Context: an optimization exercise on an open-source flow, tuned for small area, a short achievable clock period and few clock cycles. The choices shown serve that exercise and are no tape-out recipe. In this exercise RTL edits were held to simulation tests only and were not proved equivalent to the original. Power and IR drop assume default switching activity.

==> flow/design.v <==
module nicore_mdu(
  input         clock,
  input         reset,
  input         flush,
  input         mul_valid,
  input         mulw,
  input  [1:0]  mul_op,
  input  [63:0] multiplicand,
  input  [63:0] multiplier,
  output        mul_out_valid,
  output [63:0] mul_result,
  input         div_valid,
  input         divw,
  input         div_signed,
  input  [63:0] dividend,
  input  [63:0] divisor,
  output        div_out_valid,
  output [63:0] quotient,
  output [63:0] remainder
);
  reg sMUL, sDSETUP, sDSHIFT, sDITER, sDCORR, sDNEGR, sDNEGQ, sDONE;
  reg [65:0] H;
  reg [65:0] L;
  reg [64:0] M;
  reg [6:0]  cnt;
  reg [6:0]  tsh;
  reg        prev;
  reg        isdiv, w, hi, sgn, sa, sb, full, noit;
  reg cx_H, cx_HL, cx_nH, cx_nL;
  reg c0n, c0m1, c0m2, c1n, c1m1, c1m2, c2n, c2m1, c2m2, ccin, cinj0, cskip;
  function [6:0] lzc64(input [63:0] v);
    reg [31:0] z1; reg [31:0] c1;
    reg [15:0] z2; reg [31:0] c2;
    reg [7:0]  z3; reg [23:0] c3;
    reg [3:0]  z4; reg [15:0] c4;
    reg [1:0]  z5; reg [9:0]  c5;
    reg        z6; reg [5:0]  c6;
    integer k;
    begin
      for (k = 0; k < 32; k = k + 1) begin
        z1[k] = ~(v[2*k+1] | v[2*k]);
        c1[k] = ~v[2*k+1];
      end
      for (k = 0; k < 16; k = k + 1) begin
        z2[k] = z1[2*k+1] & z1[2*k];
        c2[2*k +: 2] = z1[2*k+1] ? {1'b1, c1[2*k]} : {1'b0, c1[2*k+1]};
      end
      for (k = 0; k < 8; k = k + 1) begin
        z3[k] = z2[2*k+1] & z2[2*k];
        c3[3*k +: 3] = z2[2*k+1] ? {1'b1, c2[2*(2*k) +: 2]} : {1'b0, c2[2*(2*k+1) +: 2]};
      end
      for (k = 0; k < 4; k = k + 1) begin
        z4[k] = z3[2*k+1] & z3[2*k];
        c4[4*k +: 4] = z3[2*k+1] ? {1'b1, c3[3*(2*k) +: 3]} : {1'b0, c3[3*(2*k+1) +: 3]};
      end
      for (k = 0; k < 2; k = k + 1) begin
        z5[k] = z4[2*k+1] & z4[2*k];
        c5[5*k +: 5] = z4[2*k+1] ? {1'b1, c4[4*(2*k) +: 4]} : {1'b0, c4[4*(2*k+1) +: 4]};
      end
      z6 = z5[1] & z5[0];
      c6 = z5[1] ? {1'b1, c5[4:0]} : {1'b0, c5[9:5]};
      lzc64 = z6 ? 7'd64 : {1'b0, c6};
    end
  endfunction
  function [2:0] booth(input [2:0] b);
    booth = {b[2], b[1] ^ b[0], (b[2] & ~b[1] & ~b[0]) | (~b[2] & b[1] & b[0])};
  endfunction
  wire [71:0] Hs  = {{6{H[65]}}, H};
  wire [71:0] X   = ({72{cx_H}}  &  Hs)
                  | ({72{cx_HL}} &  {{6{H[64]}}, H[64:0], L[63]})
                  | ({72{cx_nH}} & ~Hs)
                  | ({72{cx_nL}} &  {8'hff, ~L[63:0]});
  wire [71:0] Me  = {{7{M[64]}}, M};
  wire [71:0] Me2 = {Me[70:0], 1'b0};
  wire [71:0] pp0 = (({72{c0m1}} & Me) | ({72{c0m2}} & Me2)) ^ {72{c0n}};
  wire [71:0] pp1 = (({72{c1m1}} & Me) | ({72{c1m2}} & Me2)) ^ {72{c1n}};
  wire [71:0] pp2 = (({72{c2m1}} & Me) | ({72{c2m2}} & Me2)) ^ {72{c2n}};
  wire        inj1 = sMUL & c1n;
  wire        inj2 = sMUL & c2n;
  wire [71:0] p1s = {pp1[69:0], inj1, inj1 | cinj0};
  wire [71:0] p2s = {pp2[67:0], {4{inj2}}};
  wire [71:0] s1  = pp0 ^ p1s ^ p2s;
  wire [71:0] c1  = {(pp0[70:0] & p1s[70:0]) | (pp0[70:0] & p2s[70:0]) | (p1s[70:0] & p2s[70:0]), inj1};
  wire [71:0] cs_s = X ^ s1 ^ c1;
  wire [71:0] cs_c = {(X[70:0] & s1[70:0]) | (X[70:0] & c1[70:0]) | (s1[70:0] & c1[70:0]), inj2};
  wire [72:0] sumx = {cs_s, 1'b1} + {cs_c, ccin};
  wire [71:0] sum  = sumx[72:1];
  wire        psn  = sum[65];
  wire        bzero  = (M[63:0] == 64'd0);
  wire        wrapU  = ~sgn & (w ? (M[31] & (|M[30:0])) : (M[63] & (|M[62:0])));
  wire        full_n = bzero | wrapU;
  wire [6:0]  lzAp   = lzc64(L[63:0]);
  wire [6:0]  lzAn   = lzc64({~L[62:0], 1'b1});
  wire [6:0]  lzBp   = lzc64(M[63:0]);
  wire [6:0]  lzBn   = lzc64(~M[63:0]);
  wire [6:0]  lzA    = sa ? lzAn : lzAp;
  wire [6:0]  lzB    = sb ? lzBn : lzBp;
  wire [7:0]  dd     = {1'b0, lzB} - {1'b0, lzA};    
  wire        dbig   = dd[6] | (&dd[5:0]);
  reg  [6:0]  t_n, n_n;
  reg         noit_n;
  always @(*) begin
    noit_n = 1'b0;
    if (full_n) begin
      t_n = 7'd0; n_n = w ? 7'd31 : 7'd63;
    end else if (dd[7]) begin
      t_n = 7'd64; n_n = 7'd0; noit_n = 1'b1;
    end else if (dbig) begin
      t_n = 7'd0; n_n = 7'd63;
    end else begin
      t_n = {1'b0, ~dd[5:0]}; n_n = dd[6:0];
    end
  end
  wire [63:0] r0 = tsh[0] ? {L[62:0],  L[63]}     : L[63:0];
  wire [63:0] r1 = tsh[1] ? {r0[61:0], r0[63:62]} : r0;
  wire [63:0] r2 = tsh[2] ? {r1[59:0], r1[63:60]} : r1;
  wire [63:0] r3 = tsh[3] ? {r2[55:0], r2[63:56]} : r2;
  wire [63:0] r4 = tsh[4] ? {r3[47:0], r3[63:48]} : r3;
  wire [63:0] r5 = tsh[5] ? {r4[31:0], r4[63:32]} : r4;
  reg  [63:0] lowmask;
  integer i;
  always @(*) begin
    for (i = 0; i < 64; i = i + 1) lowmask[i] = ({1'b0, tsh} > i);
  end
  wire idle      = ~(sMUL | sDSETUP | sDSHIFT | sDITER | sDCORR | sDNEGR | sDNEGQ | sDONE);
  wire start_mul = idle & mul_valid & ~flush;
  wire start_div = idle & ~mul_valid & div_valid & ~flush;
  wire go        = ~flush;
  wire negq      = sa ^ sb;
  wire [6:0] cnt_m    = cnt - (cskip ? 7'd3 : 7'd1);
  wire       mul_last = (cnt_m == 7'd0);
  wire       cnt_z    = (cnt == 7'd0);
  wire       cnt_1    = (cnt == 7'd1);
  wire goto_post = go & ((sDSHIFT & noit) | (sDITER & cnt_z & ~psn));
  wire nMUL   = start_mul | (sMUL & go & ~mul_last);
  wire nDSETUP = start_div;
  wire nDSHIFT = sDSETUP & go;
  wire nDITER = go & ((sDSHIFT & ~noit) | (sDITER & ~cnt_z));
  wire nDCORR = go & sDITER & cnt_z & psn;
  wire nDNEGR = goto_post & sa;
  wire post_q = (goto_post & ~sa) | (go & (sDNEGR | sDCORR));    
  wire nDNEGQ = post_q & negq;
  wire nDONE  = (sMUL & go & mul_last) | (post_q & ~negq) | (go & sDNEGQ);
  wire [18:0] mwin = start_mul ? {multiplier[17:0], 1'b0}
                   : (cskip ? L[35:17] : L[23:5]);
  wire [2:0]  nb0  = booth(mwin[2:0]);
  wire [2:0]  nb1  = booth(mwin[4:2]);
  wire [2:0]  nb2  = booth(mwin[6:4]);
  wire [6:0]  cnt_mn = start_mul ? (mulw ? 7'd6 : 7'd11) : cnt_m;
  wire        skip_n = (mwin == 19'd0 || mwin == {19{1'b1}}) && (cnt_mn >= 7'd3);
  wire psign_n = sDITER & psn;
  wire subM_n  = ~psign_n ^ sb;
  wire sa_in   = div_signed & (divw ? dividend[31] : dividend[63]);
  wire sb_in   = div_signed & (divw ? divisor[31] : divisor[63]);
  always @(posedge clock) begin
    if (reset) begin
      sMUL <= 1'b0; sDSETUP <= 1'b0; sDSHIFT <= 1'b0; sDITER <= 1'b0;
      sDCORR <= 1'b0; sDNEGR <= 1'b0; sDNEGQ <= 1'b0; sDONE <= 1'b0;
    end else begin
      sMUL <= nMUL; sDSETUP <= nDSETUP; sDSHIFT <= nDSHIFT; sDITER <= nDITER;
      sDCORR <= nDCORR; sDNEGR <= nDNEGR; sDNEGQ <= nDNEGQ; sDONE <= nDONE;
    end
  end
  always @(posedge clock) begin
    cx_H  <= nMUL | (nDCORR & ~sa);
    cx_HL <= nDITER;
    cx_nH <= nDNEGR | (nDCORR & sa);
    cx_nL <= nDNEGQ | (nDSETUP & sa_in);
    c0m1  <= (nMUL & nb0[1]) | nDITER | nDCORR | (nDSETUP & ~sa_in);
    c0m2  <= nMUL & nb0[0];
    c0n   <= (nMUL & nb0[2]) | (nDITER & subM_n) | (nDCORR & (sb ^ sa)) | (nDSETUP & ~sa_in);
    c1m1  <= nMUL & nb1[1];
    c1m2  <= nMUL & nb1[0];
    c1n   <= nMUL & nb1[2];
    c2m1  <= nMUL & nb2[1];
    c2m2  <= nMUL & nb2[0];
    c2n   <= nMUL & nb2[2];
    ccin  <= (nMUL & nb0[2]) | (nDITER & subM_n) | (nDCORR & (sb | sa)) | nDSETUP | nDNEGR | nDNEGQ;
    cinj0 <= nDCORR & sa & ~sb;
    cskip <= nMUL & skip_n;
  end
  always @(posedge clock) begin
    if (idle) begin
      H    <= 66'd0;
      prev <= 1'b0;
      cnt  <= mulw ? 7'd6 : 7'd11;
      if (mul_valid) begin
        isdiv <= 1'b0;
        w     <= mulw;
        hi    <= ~mulw & (mul_op != 2'd0);
        L     <= {{2{mul_op == 2'd1 & multiplier[63]}}, multiplier};
        M     <= {mul_op[0] & multiplicand[63], multiplicand};
      end else begin
        isdiv <= 1'b1;
        w     <= divw;
        sgn   <= div_signed;
        sa    <= sa_in;
        sb    <= sb_in;
        L     <= {2'b00, divw ? {{32{div_signed & dividend[31]}}, dividend[31:0]} : dividend};
        M     <= divw ? {{33{div_signed & divisor[31]}}, divisor[31:0]}
                      : {div_signed & divisor[63], divisor};
      end
    end
    if (sMUL) begin
      if (cskip) begin
        H    <= {{18{H[65]}}, H[65:18]};
        L    <= {H[17:0], L[65:18]};
        prev <= L[17];
      end else begin
        H    <= sum[71:6];
        L    <= {sum[5:0], L[65:6]};
        prev <= L[5];
      end
      cnt <= cnt_m;
    end
    if (sDCORR | sDNEGR) H <= sum[65:0];
    if (sDSETUP) begin
      full <= full_n;
      noit <= noit_n;
      tsh  <= t_n;
      cnt  <= n_n;
      if (sa) begin
        L[63:0] <= sum[63:0];
        H <= 66'd0;
      end else begin
        H <= w ? {34'd0, sum[31:0]} : {2'b00, sum[63:0]};
      end
    end
    if (sDSHIFT) begin
      if (full) begin
        if (w) L[63:0] <= {L[31:0], 31'd0, 1'b1};
      end else begin
        H <= {2'b00, r5 & lowmask};
        L[63:0] <= r5 & ~lowmask;
      end
    end
    if (sDITER) begin
      H     <= sum[65:0];
      L[63:0] <= {L[62:0], ~psn};
      cnt   <= cnt - 7'd1;
    end
    if (sDNEGQ) L[63:0] <= sum[63:0];
  end
  assign mul_out_valid = sDONE & ~isdiv;
  assign div_out_valid = sDONE & isdiv;
  assign mul_result    = w ? {{32{L[61]}}, L[61:30]} : (hi ? {H[61:0], L[65:64]} : L[63:0]);
  assign quotient      = L[63:0];
  assign remainder     = H[63:0];
endmodule
==> flow/flow/run.sh <==
#!/bin/bash
# The standard layout, with a small buffer (buf_1) on every input and output
# port instead of the resizer's default choice. Everything else, synthesis
# included, is the standard flow (standard.sh).
set -euo pipefail
export BUFFER_PORTS_ARGS="-buffer_cell sky130_fd_sc_hd__buf_1"
bash standard.sh finish > standard.log 2>&1
==> flow/standard.sh <==
#!/bin/bash
# synth_recipe.tcl (not shown) runs the flow's synth.tcl, then flattens the netlist and writes it again
# the make line also repeats each setting of config.mk as NAME=value (left out here)
make -C /OpenROAD-flow-scripts/flow DESIGN_CONFIG=/design/flow/config.mk WORK_HOME=/design/flow/orfs CLKGATE_MAP_FILE= SYNTH_SCRIPT=/design/flow/synth_recipe.tcl "${@:-finish}"
==> flow/config.mk <==
export PLATFORM = sky130hd
export DESIGN_NAME = nicore_mdu
export DESIGN_NICKNAME = nicore_mdu
export VERILOG_FILES = /design/flow/design.v
export SDC_FILE = /design/flow/constraint.sdc
export NUM_CORES = 4
export LEC_CHECK = 0
export ABC_AREA = 1
export CAP_MARGIN = 20
export CORE_MARGIN = 2
export CORE_UTILIZATION = 30
export SETUP_SLACK_MARGIN = 5
export SLEW_MARGIN = 20
==> flow/constraint.sdc <==
create_clock -name core_clock -period 10.0 [get_ports {clock}]
set_input_delay 2.0000 -clock core_clock [delete_from_list [all_inputs] [get_ports {clock}]]
set_output_delay 2.0000 -clock core_clock [all_outputs]
set_load 0.01 [all_outputs]
==> metrics.md <==
| Metric | Value |
|---|---|
| Fin worst setup slack | `4.918 ns` |
| Synthesized Nets | `8,058` |
| Async set or reset register ratio after synthesis | `0` |
| Post-Syn Area per Cell | `5.715 µm²` |
| Required time at the endpoint of the critical path | `8.00 ns` |
| Layout area overhead | `16.58%` |
| Root Buffer Master | `clkbuf_16` |
| Count of flip-flops with a built-in enable after synthesis | `88` |
| Slew Limit Fails | `0` |
| Number of standard cells after synthesis | `7,559` |
| Antenna violations before repair | `42` |
| Number of max-cap violations | `0` |
| Residual DRC count | `0` |
| Clock tree sinks | `242` |
| Pin count of the biggest net entering global routing | `88` |
| Startpoint type of the worst setup path | `flip-flop` |
| Commonest cells after routing, fill and taps aside | `2,036 x nand2_1, 949 x inv_1, 661 x nand3_1, 642 x o21ai_0, 458 x buf_1` |
| # rows | `139` |
| Class of the tightest hold or removal check | `reg -> reg` |
| Router iterations before antenna repair | `9` |
| Total number of vias | `59,810` |
| Fraction of the core area covered by cells at the end of the flow | `0.3514` |
| Number of clock buffers inserted by TritonCTS | `38` |
| Crit-path most repeated cell | `a21oi_1` |
| Number of input and output port buffers inserted | `459` |
| Cell type group with the largest total delay on the critical path | `compound AO/OA/AOI/OAI gates` |
| Area of the core | `143,300 µm²` |
| Iteration-0 DRC Markers | `10,260` |
| Count of unique library cells instantiated by Yosys | `60` |
| Slowest cell on the critical path | `buf_4` |
| Setup repair after global routing missed its margin | `yes` |
| Hold_sp | `sDITER` |
| Detailed-routed wire length on met3 | `47,850 µm` |
| Post-Route M1 WL | `130,600 µm` |
| Number of routed nets with antenna violations | `0` |
| Biggest fanout along the worst timing path | `64` |
| Top flip-flop cell by instance count after synthesis | `dfxtp_1` |
| Count of fill cells added during filler insertion | `16,370` |
| Count of final hold-check violations | `0` |
| RD Place Congestion | `1.132` |
| Commonest non-fill, non-tap cell in the layout | `nand2_1` |
| Vias in the first global route | `53,130` |
| Uppermost layer routed | `met5` |
| Worst vdd rail ir drop | `0.1286 mV` |
| Power per unit of standard cell area | `247.9 nW/µm²` |
| Worst slew margin relative to its limit | `0.08304` |
| Die W | `383.5 µm` |
| Data arrival time of the critical path | `3.08 ns` |
| Routed Wire Length | `330,500 µm` |
| Fraction of final layout cells sized beyond drive strength 1 | `0.1042` |
| Origin of the worst setup path | `w` |
| Worst clock skew on the final layout | `0.06675 ns` |
| Length of routed met2 wiring | `126,600 µm` |
| PnR Total Power | `0.01249 W` |
| CP max stage delay | `0.62 ns` |
| Worst reg2reg startpoint | `L[48]` |
| Clock-pin slew of the registers on the worst-case setup and hold paths | `0.06 ns` |
| Worst hold slack after final layout | `0.6526 ns` |
| Initial Utilization | `0.3015` |
| TritonCTS clock tree | `done` |
| Post-detailed-route via-to-cell ratio | `6.158` |
| Mapped cell area | `43,200 µm²` |
| Post-DR wirelength/cell | `34.03 µm` |
| Global-route congestion overflow total | `0` |
| Final #Nets | `8,254` |
| Setup violations, final | `0` |
| Skew-Pair Late Insertion Delay | `0.66 ns` |
| Count of pins on the block boundary | `460` |
| Overall track demand over capacity in global routing | `0.4248` |
| First-pass GRT wire length | `435,500 µm` |
| Die area | `147,100 µm²` |
| Type of the setup path with the least slack | `reg -> out` |
| Top achievable clock speed | `196.8 MHz` |
| Die height | `383.5 µm` |
| Worst slack after detailed placement | `3.950 ns` |
| Critical Path, Cell by Cell | `inv_2, buf_4, o21ai_0, a21oi_1, a21oi_1, buf_1` |
| Clock tree buffer depth | `3` |
| Critical path buffer and inverter count | `3` |
| Category of the worst setup path capture point | `primary output` |
| Outcome | `finished clean` |
| Flip-flop and latch count after synthesis | `242` |
| Min cycle time layout | `5.082 ns` |
| Number of synthesis warnings | `1` |
| Post-route setup TNS | `0 ns` |
| Leakage power total | `23.25 nW` |
| HPWL reported at the end of detailed placement | `257,800 µm` |
| Number of H-tree levels | `2` |
| Slew of the pin with the lowest slew margin | `1.365 ns` |
| Fraction of the cycle the final worst path needs | `0.5082` |
| Sequential fraction of the synthesis area | `0.1325` |
==> power by group <==
group,internal (W),switching (W)
Combinational,0.00240,0.00684
Sequential,0.00121,0.000522
Clock,0.000855,0.000654
Total,0.00447,0.00802
==> final timing paths <==
kind	end	slack, ns	cells after the start
worst max-delay path	mul_result[28]	4.92	6
worst min-delay path	H[13]	0.65	2
worst max register to register	tsh[4]	5.02	17
worst min register to register	H[13]	0.65	2
==> worst min-delay path: cells and delay by family (launching register included) <==
| family | cells | cell delay, ns |
|---|---|---|
| and+or+nand+nor | 2 | 0.15 |
| DFF | 1 | 0.45 |
==> flip-flops by register name, summed over array words and instances (netlist names), 6 cells and up <==
register,cells
cnt,7
tsh,6
H,66
M,65
L,66
==> cells by family (layout without fill, tap and decap cells) <==
kind of cell             after synthesis  after routing  synth area share
AND/OR/NAND/NOR                     3413           3413            0.3283
AO/OA/AOI/OAI                       1823           1823            0.2439
buffers and inverters               1611           1833            0.1543
flip-flops                           242            242            0.1325
XOR/XNOR                             235            235           0.04799
adder cells (fa/ha/maj)              233            233           0.09251
multiplexers                           2              2         0.0004634
other                                  0             29                 0
==> metrics by stage <==
step	instances	instance area, µm²
after floorplan	7559	43200
after global placement	9522	45890
after detailed placement	9522	45900
after CTS	9612	48210
after global routing	9685	50290
final	9713	50360
==> synthesized netlist by cell type, drive strengths merged, types with 27 or more instances <==
master,number,area [µm²]
a22oi,46,345.3
o22ai,238,1489
o211ai,158,1186
nor2,421,1625
dfxtp,154,3083
buf,238,1510
edfxtp,88,2643
inv,1023,3842
ha,89,1114
xor2,230,2029
nand4,34,219.0
a21oi,484,2422
nand3,678,3413
or2,34,212.7
o21ai,709,3563
nand3b,27,202.7
nand2,2120,7970
fa,144,2883
nor3,82,410.4
a221oi,66,578.1
clkbuf,329,1236
==> area by class of cell <==
| type | instances | area [µm²] | area share |
|---|---|---|---|
| Tap cell | 1903 | 2381 | 0.04728 |
| Inverter | 1044 | 4115 | 0.08171 |
| Clock buffer | 44 | 993.5 | 0.01973 |
| Antenna cell | 29 | 72.57 | 0.001441 |
| Multi-Input combinational cell | 5706 | 32490 | 0.6451 |
| Clock inverter | 22 | 315.3 | 0.006260 |
| Timing Repair Buffer | 722 | 4214 | 0.08367 |
| Sequential cell | 242 | 5776 | 0.1147 |
| Timing Repair inverter | 1 | 7.507 | 0.0001491 |
==> metal layers <==
layer	vias up	global-route usage
li1	25280	-
met1	28650	0.5581
met2	4870	0.5739
met3	987	0.1628
met4	18	0.2685
met5	-	0.01072
==> repair_timing <==
| action | 4_1_cts | 5_1_grt |
|---|---|---|
| hold buffers | 0 | 0 |
| gates cloned | 2 | 10 |
| setup endpoints to repair | 186 | 144 |
| buffers inserted | 22 | 62 |
| pin swaps | 0 | 9 |
| resized for setup | 187 | 336 |
| hold endpoints to repair | 0 | 0 |
Testbench counts, summed over its fixed seeds: cycles 34,900.

==> re-timing with driven ports <==
The results above use ideal ports. As a check the final layout listed here was re-extracted and re-timed, cells and wires unchanged.
Step 1, drivers: a clkbuf_16 drives clock and a buf_2 each remaining input, both assumed.
Step 2 adds t to the input delays and takes it off the output delays; t is the mean of the earliest and latest rising clock arrival at the registers after step 1. Input paths then give back, and output paths get back, about the clock's delay inside the block.
Three values: no drivers, after step 1, after step 2; two values: the first two.
shift t [ns]: 0.722
setup slack, ns: 4.918 / 4.825 / 4.510
latest minus earliest clock arrival (ns): 0.066 / 0.067
After both steps setup and hold are still met in this run. For this run, drivers alone change the setup slack by -0.093 ns; drivers and shift together by -0.408 ns.
